What follows belongs to an exercise in optimizing a design on an open flow for small area, a short achievable clock period and few clock cycles; a production flow would make more cautious choices. Where RTL was checked, it was by simulation tests only, not by an equivalence proof against the original.

==> inputs of run K <==
==> flow/design.v (excerpt) <==
module ahb_lite_fir_filter(
    input logic clk,
    input logic n_rst,
    input logic hsel,
    input logic [3:0] haddr,
    input logic hsize,
    input logic [1:0] htrans,
    input logic hwrite,
    input logic [15:0] hwdata,
    output logic [15:0] hrdata,
    output logic hresp
);
Settings: LEC_CHECK=0, CAP_MARGIN=20, CORE_MARGIN=2, CORE_UTILIZATION=40, SLEW_MARGIN=20; clock period 10.0 ns.
run.sh (not shown) runs the stock make flow with config.mk's settings and CLKGATE_MAP_FILE= SYNTH_SCRIPT=/design/flow/synth_recipe.tcl, a recipe that flattens the netlist after the stock synthesis.
==> run B (differences from run K) <==
--- a/flow/config.mk
+++ b/flow/config.mk
@@ -10,2 +10,4 @@
 export CORE_UTILIZATION = 40
+export SETUP_SLACK_MARGIN = 5
 export SLEW_MARGIN = 20
+export TNS_END_PERCENT = 100
==> run notes <==
| item | run K | run B |
|---|---|---|
| Initial drt markers | 1236 | 1347 |
| Number of nets in the final layout | 2871 | 3061 |
| Grt met1 use | 30.7% | 32.2% |
| Area occupied by multi-input gates | 14900 um^2 | 16500 um^2 |
| Post-Route Hold Slack | 0.475 ns | 0.471 ns |
| Run status | no timing/DRC/antenna violations | no timing/DRC/antenna violations |
| First drt pass iteration count | 7 | 5 |
| GRT met2 Usage | 36.4% | 40.7% |
| Met3 Track Usage GR | 2.38% | 3.00% |
| Nonclk buf count | 86 | 274 |
| Layout cell share with drive strength beyond 1 | 12.6% | 27.8% |
| Pre-CTS WS | 0.710 ns | 1.58 ns |
| CP endpoint | filt.q1[16]$_DFFE_PN0P_ | filt.q2[14]$_DFFE_PN0P_ |
| Critical Path Fanout Max | 20 | 16 |
| Pin slew with the least headroom to its limit | 1.13 ns | 1.20 ns |
| Share of final layout cell area taken by clock buffers and inverters | 3.93% | 3.33% |
Testbench counts of run K, summed over its fixed seeds: cycles 2,696.
Testbench counts of run B, summed over its fixed seeds: cycles 2,696.

========
==> wip/pepper <==
Another version of the RTL of ahb_lite_fir_filter (not shown whole).
clock: 10.0 ns
lec_check: 0
abc_area: 1
cap_margin: 30
core_margin: 2
core_utilization: 62
cts_cluster_diameter: 100
cts_cluster_size: 28
setup_slack_margin: 5
slew_margin: 30
tns_end_percent: 100
==> inputs of wip/cedar, as changes to wip/pepper <==
--- a/flow/design.v
+++ b/flow/design.v
@@ -1,28 +1,15 @@
-module magnitude(
-    input  logic [16:0] in,
-    input  logic [3:1]  nz,
-    output logic [15:0] out
-);
-    logic [3:0] g;            
-    logic       below;
-    always_comb begin
-        g = {nz, 1'b0};
-        for (int i = 0; i < 16; i++) begin
-            below = g[i / 4];
-            for (int j = 4 * (i / 4); j < i; j++) below = below | in[j];
-            out[i] = in[i] ^ (in[16] & below);
-        end
-    end
+module magnitude(input logic [16:0] in, output logic [15:0] out);
+    assign out = in[16] ? (~in[15:0] + 16'd1) : in[15:0];
 endmodule
 module mul_tree(
     input  logic [15:0] a,
     input  logic [15:0] b,
-    output logic [32:0] ra,
-    output logic [32:0] rb
+    output logic [31:0] ra,
+    output logic [31:0] rb
 );
     wire one0 = b[0] ^ 1'b0;
     wire two0 = (b[1] & ~b[0] & ~1'b0) | (~b[1] & b[0] & 1'b0);
     wire neg0 = b[1] & ~(b[0] & 1'b0);
     wire pp0_0 = ((one0 & a[0]) | (two0 & 1'b0)) ^ neg0;
     wire pp0_1 = ((one0 & a[1]) | (two0 & a[0])) ^ neg0;
     wire pp0_2 = ((one0 & a[2]) | (two0 & a[1])) ^ neg0;
@@ -466,125 +453,114 @@
     wire fc131 = (fc76 & fs102) | (fc76 & fc101) | (fs102 & fc101);
     wire fs132 = hc77 ^ fs103 ^ fc102;
     wire fc132 = (hc77 & fs103) | (hc77 & fc102) | (fs103 & fc102);
     wire fs133 = 1'b1 ^ hs104 ^ fc103;
     wire fc133 = (1'b1 & hs104) | (1'b1 & fc103) | (hs104 & fc103);
     wire fs134 = ~neg7 ^ pp8_15 ^ hc104;
     wire fc134 = (~neg7 & pp8_15) | (~neg7 & hc104) | (pp8_15 & hc104);
-    wire hs135 = pp8_16 ^ 1'b1;
-    wire hc135 = pp8_16 & 1'b1;
-    assign ra = {hs135, fs134, fs133, fs132, fs131, fs130, fs129, fs128, fs127, fs126, fs125, fs124, fs123, fs122, fs121, fs120, fs119, fs118, fs117, fs116, fs115, fs114, fs113, fs112, fs111, fs110, fs109, fs108, fs107, hs106, neg1, pp0_1, pp0_0};
-    assign rb = {fc134, fc133, fc132, fc131, fc130, fc129, fc128, fc127, fc126, fc125, fc124, fc123, fc122, fc121, fc120, fc119, fc118, fc117, fc116, fc115, fc114, fc113, fc112, fc111, fc110, fc109, fc108, fc107, hc106, hc105, hs105, 1'b0, neg0};
+    assign ra = {fs134, fs133, fs132, fs131, fs130, fs129, fs128, fs127, fs126, fs125, fs124, fs123, fs122, fs121, fs120, fs119, fs118, fs117, fs116, fs115, fs114, fs113, fs112, fs111, fs110, fs109, fs108, fs107, hs106, neg1, pp0_1, pp0_0};
+    assign rb = {fc133, fc132, fc131, fc130, fc129, fc128, fc127, fc126, fc125, fc124, fc123, fc122, fc121, fc120, fc119, fc118, fc117, fc116, fc115, fc114, fc113, fc112, fc111, fc110, fc109, fc108, fc107, hc106, hc105, hs105, 1'b0, neg0};
 endmodule
 module fir_filter(
     input  logic        clk,
     input  logic        n_rst,
     input  logic        start_sample,    
     input  logic        start_load,      
     input  logic [15:0] new_sample,      
     input  logic [63:0] coeff_regs,      
     output logic        busy,
     output logic        err,
-    output logic [16:0] r_q,             
-    output logic [3:1]  nz_q             
+    output logic [16:0] r_q              
 );
     logic [15:0] x0, x1, x2;             
     logic [15:0] f0, f1, f2, f3;         
     logic [16:0] q3;                     
     logic [16:0] qd;                     
     logic        e1, e2;                 
     logic [3:0]  s1;                     
     logic [3:0]  s2;                     
     logic        ld;                     
     logic [15:0] ma, mb;
-    logic [32:0] ra, rb;                 
-    logic [32:0] pa, pb;                 
+    logic [31:0] ra, rb;                 
+    logic [16:0] pa, pb;                 
+    logic        c15;                    
     assign x0 = new_sample;
     always_comb begin
         ma = s1[1] ? x1 : (s1[2] ? x2 : x0);
         mb = ({16{s1[0]}} & f0) | ({16{s1[3]}} & f1) | ({16{s1[1]}} & f2) | ({16{s1[2]}} & f3);
     end
     mul_tree tree(.a(ma), .b(mb), .ra(ra), .rb(rb));
+    logic [14:0] lo;
+    logic        c15_d;
+    assign {c15_d, lo} = {1'b0, ra[14:0]} + {1'b0, rb[14:0]};
     always_ff @(posedge clk) begin
-        pa <= ra;
-        pb <= rb;
+        pa <= ra[31:15];
+        pb <= rb[31:15];
+        c15 <= c15_d;
     end
-    logic [14:0] lo;
-    logic        c15;
-    logic [16:0] xs;
-    assign {c15, lo} = {1'b0, pa[14:0]} + {1'b0, pb[14:0]};
-    assign xs = pa[31:15] + pb[31:15] + {16'd0, c15};
-    wire e0 = xs[16];
+    logic [16:0] ph;
+    assign ph = pa + pb + {16'd0, c15};
     logic [17:0] ea, eb, na, nq3;
     logic [17:0] s1a, c1a, s2a, c2a;
     logic [17:0] t3, t4;
     always_comb begin
-        ea  = pa[32:15];
-        eb  = pb[32:15];
-        if (s2[3])           na = ~{2'b00, qd[16] ? 16'd0 : qd[15:0]};
-        else if (s2[0] & ~e1) na = ~{qd[16], qd};
-        else                 na = '1;
+        ea  = {1'b0, pa};
+        eb  = {1'b0, pb};
+        if (s2[3]) na = ~{2'b00, qd[16] ? 16'd0 : qd[15:0]};
+        else       na = ~{qd[16], qd};
         nq3 = ~{2'b00, q3[15:0]};
         s1a = ea ^ eb ^ na;
         c1a = {((ea[16:0] & eb[16:0]) | (ea[16:0] & na[16:0]) | (eb[16:0] & na[16:0])), c15};
         t3  = s1a + c1a + 18'd1;
         s2a = s1a ^ c1a ^ nq3;
         c2a = {((s1a[16:0] & c1a[16:0]) | (s1a[16:0] & nq3[16:0]) | (c1a[16:0] & nq3[16:0])), 1'b1};
         t4  = s2a + c2a + 18'd1;
     end
     logic        ovf3, ovf4, e_next;
     logic [16:0] r;
-    logic [3:1]  nz3, nz4, nz;
     always_comb begin
         ovf3 = ~e2 & ~t3[17] & t3[16];
         ovf4 = t4[17] & ~t4[16];
-        nz3 = {|t3[11:0], |t3[7:0], |t3[3:0]};
-        nz4 = {|t4[11:0], |t4[7:0], |t4[3:0]};
         e_next = 1'b1;
-        if (e0) begin
-            r = 17'd0;
-            nz = 3'd0;
-        end else if (e1 | e2 | ovf3 | q3[16]) begin
-            r = t3[16:0];
-            nz = nz3;
-        end else begin
+        if (ph[16])                      r = 17'd0;
+        else if (e1)                     r = {1'b0, ph[15:0]};
+        else if (e2 | ovf3 | q3[16])     r = t3[16:0];
+        else begin
             r = t4[16:0];
-            nz = nz4;
             e_next = ovf4;
         end
     end
     wire acc = s2[0];
     always_ff @(posedge clk, negedge n_rst) begin
         if (!n_rst) begin
             x1 <= '0; x2 <= '0;
             f0 <= '0; f1 <= '0; f2 <= '0; f3 <= '0;
             q3 <= '0; qd <= '0; e1 <= 1'b0; e2 <= 1'b0;
             s1 <= '0; s2 <= '0; ld <= 1'b0;
-            busy <= 1'b0; err <= 1'b0; r_q <= '0; nz_q <= '0;
+            busy <= 1'b0; err <= 1'b0; r_q <= '0;
         end else begin
             if (start_sample) begin
                 x1 <= x0;
                 x2 <= x1;
             end
             if (start_load) begin
                 f0 <= coeff_regs[15:0];
                 f1 <= coeff_regs[31:16];
                 f2 <= coeff_regs[47:32];
                 f3 <= coeff_regs[63:48];
             end
-            if (s2[1]) qd <= t3[16:0];
-            if (s2[2]) q3 <= t3[16:0];
+            if (s2[1]) qd <= ph;
+            if (s2[2]) q3 <= ph;
             if (s2[3]) begin
                 qd <= t3[16:0];
-                e1 <= e0;
+                e1 <= ph[16];
                 e2 <= qd[16];
             end
             if (acc) begin
                 r_q <= r;
-                nz_q <= nz;
                 err <= e_next;
             end else if (start_load) begin
                 err <= 1'b0;
             end
             if (start_sample)    s1 <= 4'b0001;
             else if (start_load) s1 <= 4'b0010;
             else                 s1 <= {s1[2:0], 1'b0};
@@ -611,15 +587,14 @@
     logic [3:0]  a_q;
     logic        sz_q;
     logic [13:4][7:0] regs;      
     logic [7:1]  reg14;          
     logic        busy, err;
     logic [15:0] fir_out;
     logic [16:0] r_q;
-    logic [3:1]  nz_q;
     logic [13:4] be;
     assign hresp = hsel & ((hwrite & ((haddr <= 4'd3) | (haddr == 4'd15)))
                          | (~hwrite & (haddr == 4'd15)));
     always_comb begin
         for (int i = 4; i <= 13; i++)
             be[i] = wr_q & (a_q[3:1] == i[3:1]) & (sz_q | (a_q[0] == i[0]));
     end
@@ -638,15 +613,15 @@
             a_q <= haddr;
             sz_q <= hsize;
             for (int i = 4; i <= 13; i++)
                 if (be[i]) regs[i] <= i[0] ? hwdata[15:8] : hwdata[7:0];
             if (be14) reg14 <= hwdata[0] ? 7'd0 : hwdata[7:1];
         end
     end
-    magnitude mag_u(.in(r_q), .nz(nz_q), .out(fir_out));
+    magnitude mag_u(.in(r_q), .out(fir_out));
     logic [7:0] rb [0:15];
     always_comb begin
         rb[0] = {7'd0, busy};
         rb[1] = {7'd0, err};
         rb[2] = fir_out[7:0];
         rb[3] = fir_out[15:8];
         for (int i = 4; i <= 13; i++) rb[i] = regs[i];
@@ -656,10 +631,10 @@
         hrdata[7:0]  = (!sz_q && a_q[0]) ? 8'd0 : rb[{a_q[3:1], 1'b0}];
     end
     fir_filter filt(
         .clk(clk), .n_rst(n_rst),
         .start_sample(start_sample), .start_load(start_load),
         .new_sample({regs[5], regs[4]}),
         .coeff_regs({regs[13], regs[12], regs[11], regs[10], regs[9], regs[8], regs[7], regs[6]}),
-        .busy(busy), .err(err), .r_q(r_q), .nz_q(nz_q)
+        .busy(busy), .err(err), .r_q(r_q)
     );
 endmodule
ABC_AREA = unset   (was 1)
CORE_UTILIZATION = 40   (was 62)
CTS_CLUSTER_DIAMETER = unset   (was 100)
CTS_CLUSTER_SIZE = unset   (was 28)
==> inputs of wip/onyx, as changes to wip/pepper <==
--- a/flow/design.v
+++ b/flow/design.v
@@ -1,22 +1,9 @@
-module magnitude(
-    input  logic [16:0] in,
-    input  logic [3:1]  nz,
-    output logic [15:0] out
-);
-    logic [3:0] g;            
-    logic       below;
-    always_comb begin
-        g = {nz, 1'b0};
-        for (int i = 0; i < 16; i++) begin
-            below = g[i / 4];
-            for (int j = 4 * (i / 4); j < i; j++) below = below | in[j];
-            out[i] = in[i] ^ (in[16] & below);
-        end
-    end
+module magnitude(input logic [16:0] in, output logic [15:0] out);
+    assign out = in[16] ? (~in[15:0] + 16'd1) : in[15:0];
 endmodule
 module mul_tree(
     input  logic [15:0] a,
     input  logic [15:0] b,
     output logic [32:0] ra,
     output logic [32:0] rb
 );
@@ -480,16 +467,15 @@
     input  logic        n_rst,
     input  logic        start_sample,    
     input  logic        start_load,      
     input  logic [15:0] new_sample,      
     input  logic [63:0] coeff_regs,      
     output logic        busy,
     output logic        err,
-    output logic [16:0] r_q,             
-    output logic [3:1]  nz_q             
+    output logic [16:0] r_q              
 );
     logic [15:0] x0, x1, x2;             
     logic [15:0] f0, f1, f2, f3;         
     logic [16:0] q3;                     
     logic [16:0] qd;                     
     logic        e1, e2;                 
     logic [3:0]  s1;                     
@@ -529,41 +515,33 @@
         t3  = s1a + c1a + 18'd1;
         s2a = s1a ^ c1a ^ nq3;
         c2a = {((s1a[16:0] & c1a[16:0]) | (s1a[16:0] & nq3[16:0]) | (c1a[16:0] & nq3[16:0])), 1'b1};
         t4  = s2a + c2a + 18'd1;
     end
     logic        ovf3, ovf4, e_next;
     logic [16:0] r;
-    logic [3:1]  nz3, nz4, nz;
     always_comb begin
         ovf3 = ~e2 & ~t3[17] & t3[16];
         ovf4 = t4[17] & ~t4[16];
-        nz3 = {|t3[11:0], |t3[7:0], |t3[3:0]};
-        nz4 = {|t4[11:0], |t4[7:0], |t4[3:0]};
         e_next = 1'b1;
-        if (e0) begin
-            r = 17'd0;
-            nz = 3'd0;
-        end else if (e1 | e2 | ovf3 | q3[16]) begin
-            r = t3[16:0];
-            nz = nz3;
-        end else begin
+        if (e0)                               r = 17'd0;
+        else if (e1 | e2 | ovf3 | q3[16])     r = t3[16:0];
+        else begin
             r = t4[16:0];
-            nz = nz4;
             e_next = ovf4;
         end
     end
     wire acc = s2[0];
     always_ff @(posedge clk, negedge n_rst) begin
         if (!n_rst) begin
             x1 <= '0; x2 <= '0;
             f0 <= '0; f1 <= '0; f2 <= '0; f3 <= '0;
             q3 <= '0; qd <= '0; e1 <= 1'b0; e2 <= 1'b0;
             s1 <= '0; s2 <= '0; ld <= 1'b0;
-            busy <= 1'b0; err <= 1'b0; r_q <= '0; nz_q <= '0;
+            busy <= 1'b0; err <= 1'b0; r_q <= '0;
         end else begin
             if (start_sample) begin
                 x1 <= x0;
                 x2 <= x1;
             end
             if (start_load) begin
                 f0 <= coeff_regs[15:0];
@@ -576,15 +554,14 @@
             if (s2[3]) begin
                 qd <= t3[16:0];
                 e1 <= e0;
                 e2 <= qd[16];
             end
             if (acc) begin
                 r_q <= r;
-                nz_q <= nz;
                 err <= e_next;
             end else if (start_load) begin
                 err <= 1'b0;
             end
             if (start_sample)    s1 <= 4'b0001;
             else if (start_load) s1 <= 4'b0010;
             else                 s1 <= {s1[2:0], 1'b0};
@@ -611,15 +588,14 @@
     logic [3:0]  a_q;
     logic        sz_q;
     logic [13:4][7:0] regs;      
     logic [7:1]  reg14;          
     logic        busy, err;
     logic [15:0] fir_out;
     logic [16:0] r_q;
-    logic [3:1]  nz_q;
     logic [13:4] be;
     assign hresp = hsel & ((hwrite & ((haddr <= 4'd3) | (haddr == 4'd15)))
                          | (~hwrite & (haddr == 4'd15)));
     always_comb begin
         for (int i = 4; i <= 13; i++)
             be[i] = wr_q & (a_q[3:1] == i[3:1]) & (sz_q | (a_q[0] == i[0]));
     end
@@ -638,15 +614,15 @@
             a_q <= haddr;
             sz_q <= hsize;
             for (int i = 4; i <= 13; i++)
                 if (be[i]) regs[i] <= i[0] ? hwdata[15:8] : hwdata[7:0];
             if (be14) reg14 <= hwdata[0] ? 7'd0 : hwdata[7:1];
         end
     end
-    magnitude mag_u(.in(r_q), .nz(nz_q), .out(fir_out));
+    magnitude mag_u(.in(r_q), .out(fir_out));
     logic [7:0] rb [0:15];
     always_comb begin
         rb[0] = {7'd0, busy};
         rb[1] = {7'd0, err};
         rb[2] = fir_out[7:0];
         rb[3] = fir_out[15:8];
         for (int i = 4; i <= 13; i++) rb[i] = regs[i];
@@ -656,10 +632,10 @@
         hrdata[7:0]  = (!sz_q && a_q[0]) ? 8'd0 : rb[{a_q[3:1], 1'b0}];
     end
     fir_filter filt(
         .clk(clk), .n_rst(n_rst),
         .start_sample(start_sample), .start_load(start_load),
         .new_sample({regs[5], regs[4]}),
         .coeff_regs({regs[13], regs[12], regs[11], regs[10], regs[9], regs[8], regs[7], regs[6]}),
-        .busy(busy), .err(err), .r_q(r_q), .nz_q(nz_q)
+        .busy(busy), .err(err), .r_q(r_q)
     );
 endmodule
ABC_AREA = unset   (was 1)
CORE_UTILIZATION = 40   (was 62)
CTS_CLUSTER_SIZE = 30   (was 28)
==> comparison table <==
metric	wip/pepper	wip/cedar	wip/onyx
Result of the run	complete, no violations	complete, no violations	complete, no violations
Initial detailed-routing violation count	1311	1451	1440
Clock-cell share of area	2.18%	4.60%	2.75%
Number of cells on the critical path	4	9	10
Share of cells above drive strength 1	7.34%	18.6%	12.6%
Std-Cell Rows	68	85	85
Plain + repair buffers	90	155	103
Num CTS Buffers	16	34	18
Non-filler cells in the finished layout	3001	3125	3084
Met2 Track Usage GR	52.1%	39.4%	36.4%
Number of cells in the design after placement	2959	2986	3030
Routed wire length	55.5 mm	67.4 mm	63.1 mm
Fraction of the mapped netlist area in compound gates	15.5%	14.0%	11.4%
Testbench counts of wip/pepper, summed over its fixed seeds: cycles 2,696.
Testbench counts of wip/onyx, summed over its fixed seeds: cycles 2,696.
The RTL of wip/cedar was laid out without a check of its function.

## re-timing with driven ports
The results above use ideal ports. As a check the final layouts listed here were re-extracted and re-timed, cells and wires unchanged. Step 1: set_driving_cell puts a clkbuf_16 on clk and a buf_2 on each other input, an assumption about the parent block. Step 2 adds t to the input delays and takes it off the output delays; t is the mean of the earliest and latest rising clock arrival at the registers after step 1. Input paths then give back, and output paths get back, about the clock's delay inside the block. a / b / c = no drivers / after step 1 / after step 2; a / b = the first two.
run | t, ns | setup slack, ns | worst hold slack (ns) | worst slew at a driven data input, ns | cell pins on the clock port's net
run K | 0.651 | 0.690 / 0.690 / 0.690 | 0.475 / 0.475 / 0.475 | 0.06 | 1
run B | 0.625 | 2.585 / 2.585 / 2.585 | 0.471 / 0.471 / 0.471 | 0.06 | 1
wip/pepper | 0.589 | 5.045 / 5.005 / 5.022 | 0.487 / 0.487 / 0.487 | 0.12 | 1
wip/cedar | 0.590 | 4.972 / 4.913 / 5.005 | 0.476 / 0.476 / 0.476 | 0.05 | 1
wip/onyx | 0.604 | 4.890 / 4.831 / 5.130 | 0.482 / 0.482 / 0.482 | 0.05 | 1
After both steps every run listed still meets setup and hold. The setup slack of wip/pepper, which loses most, moves by -0.040 ns with the drivers and by -0.023 ns with both steps.
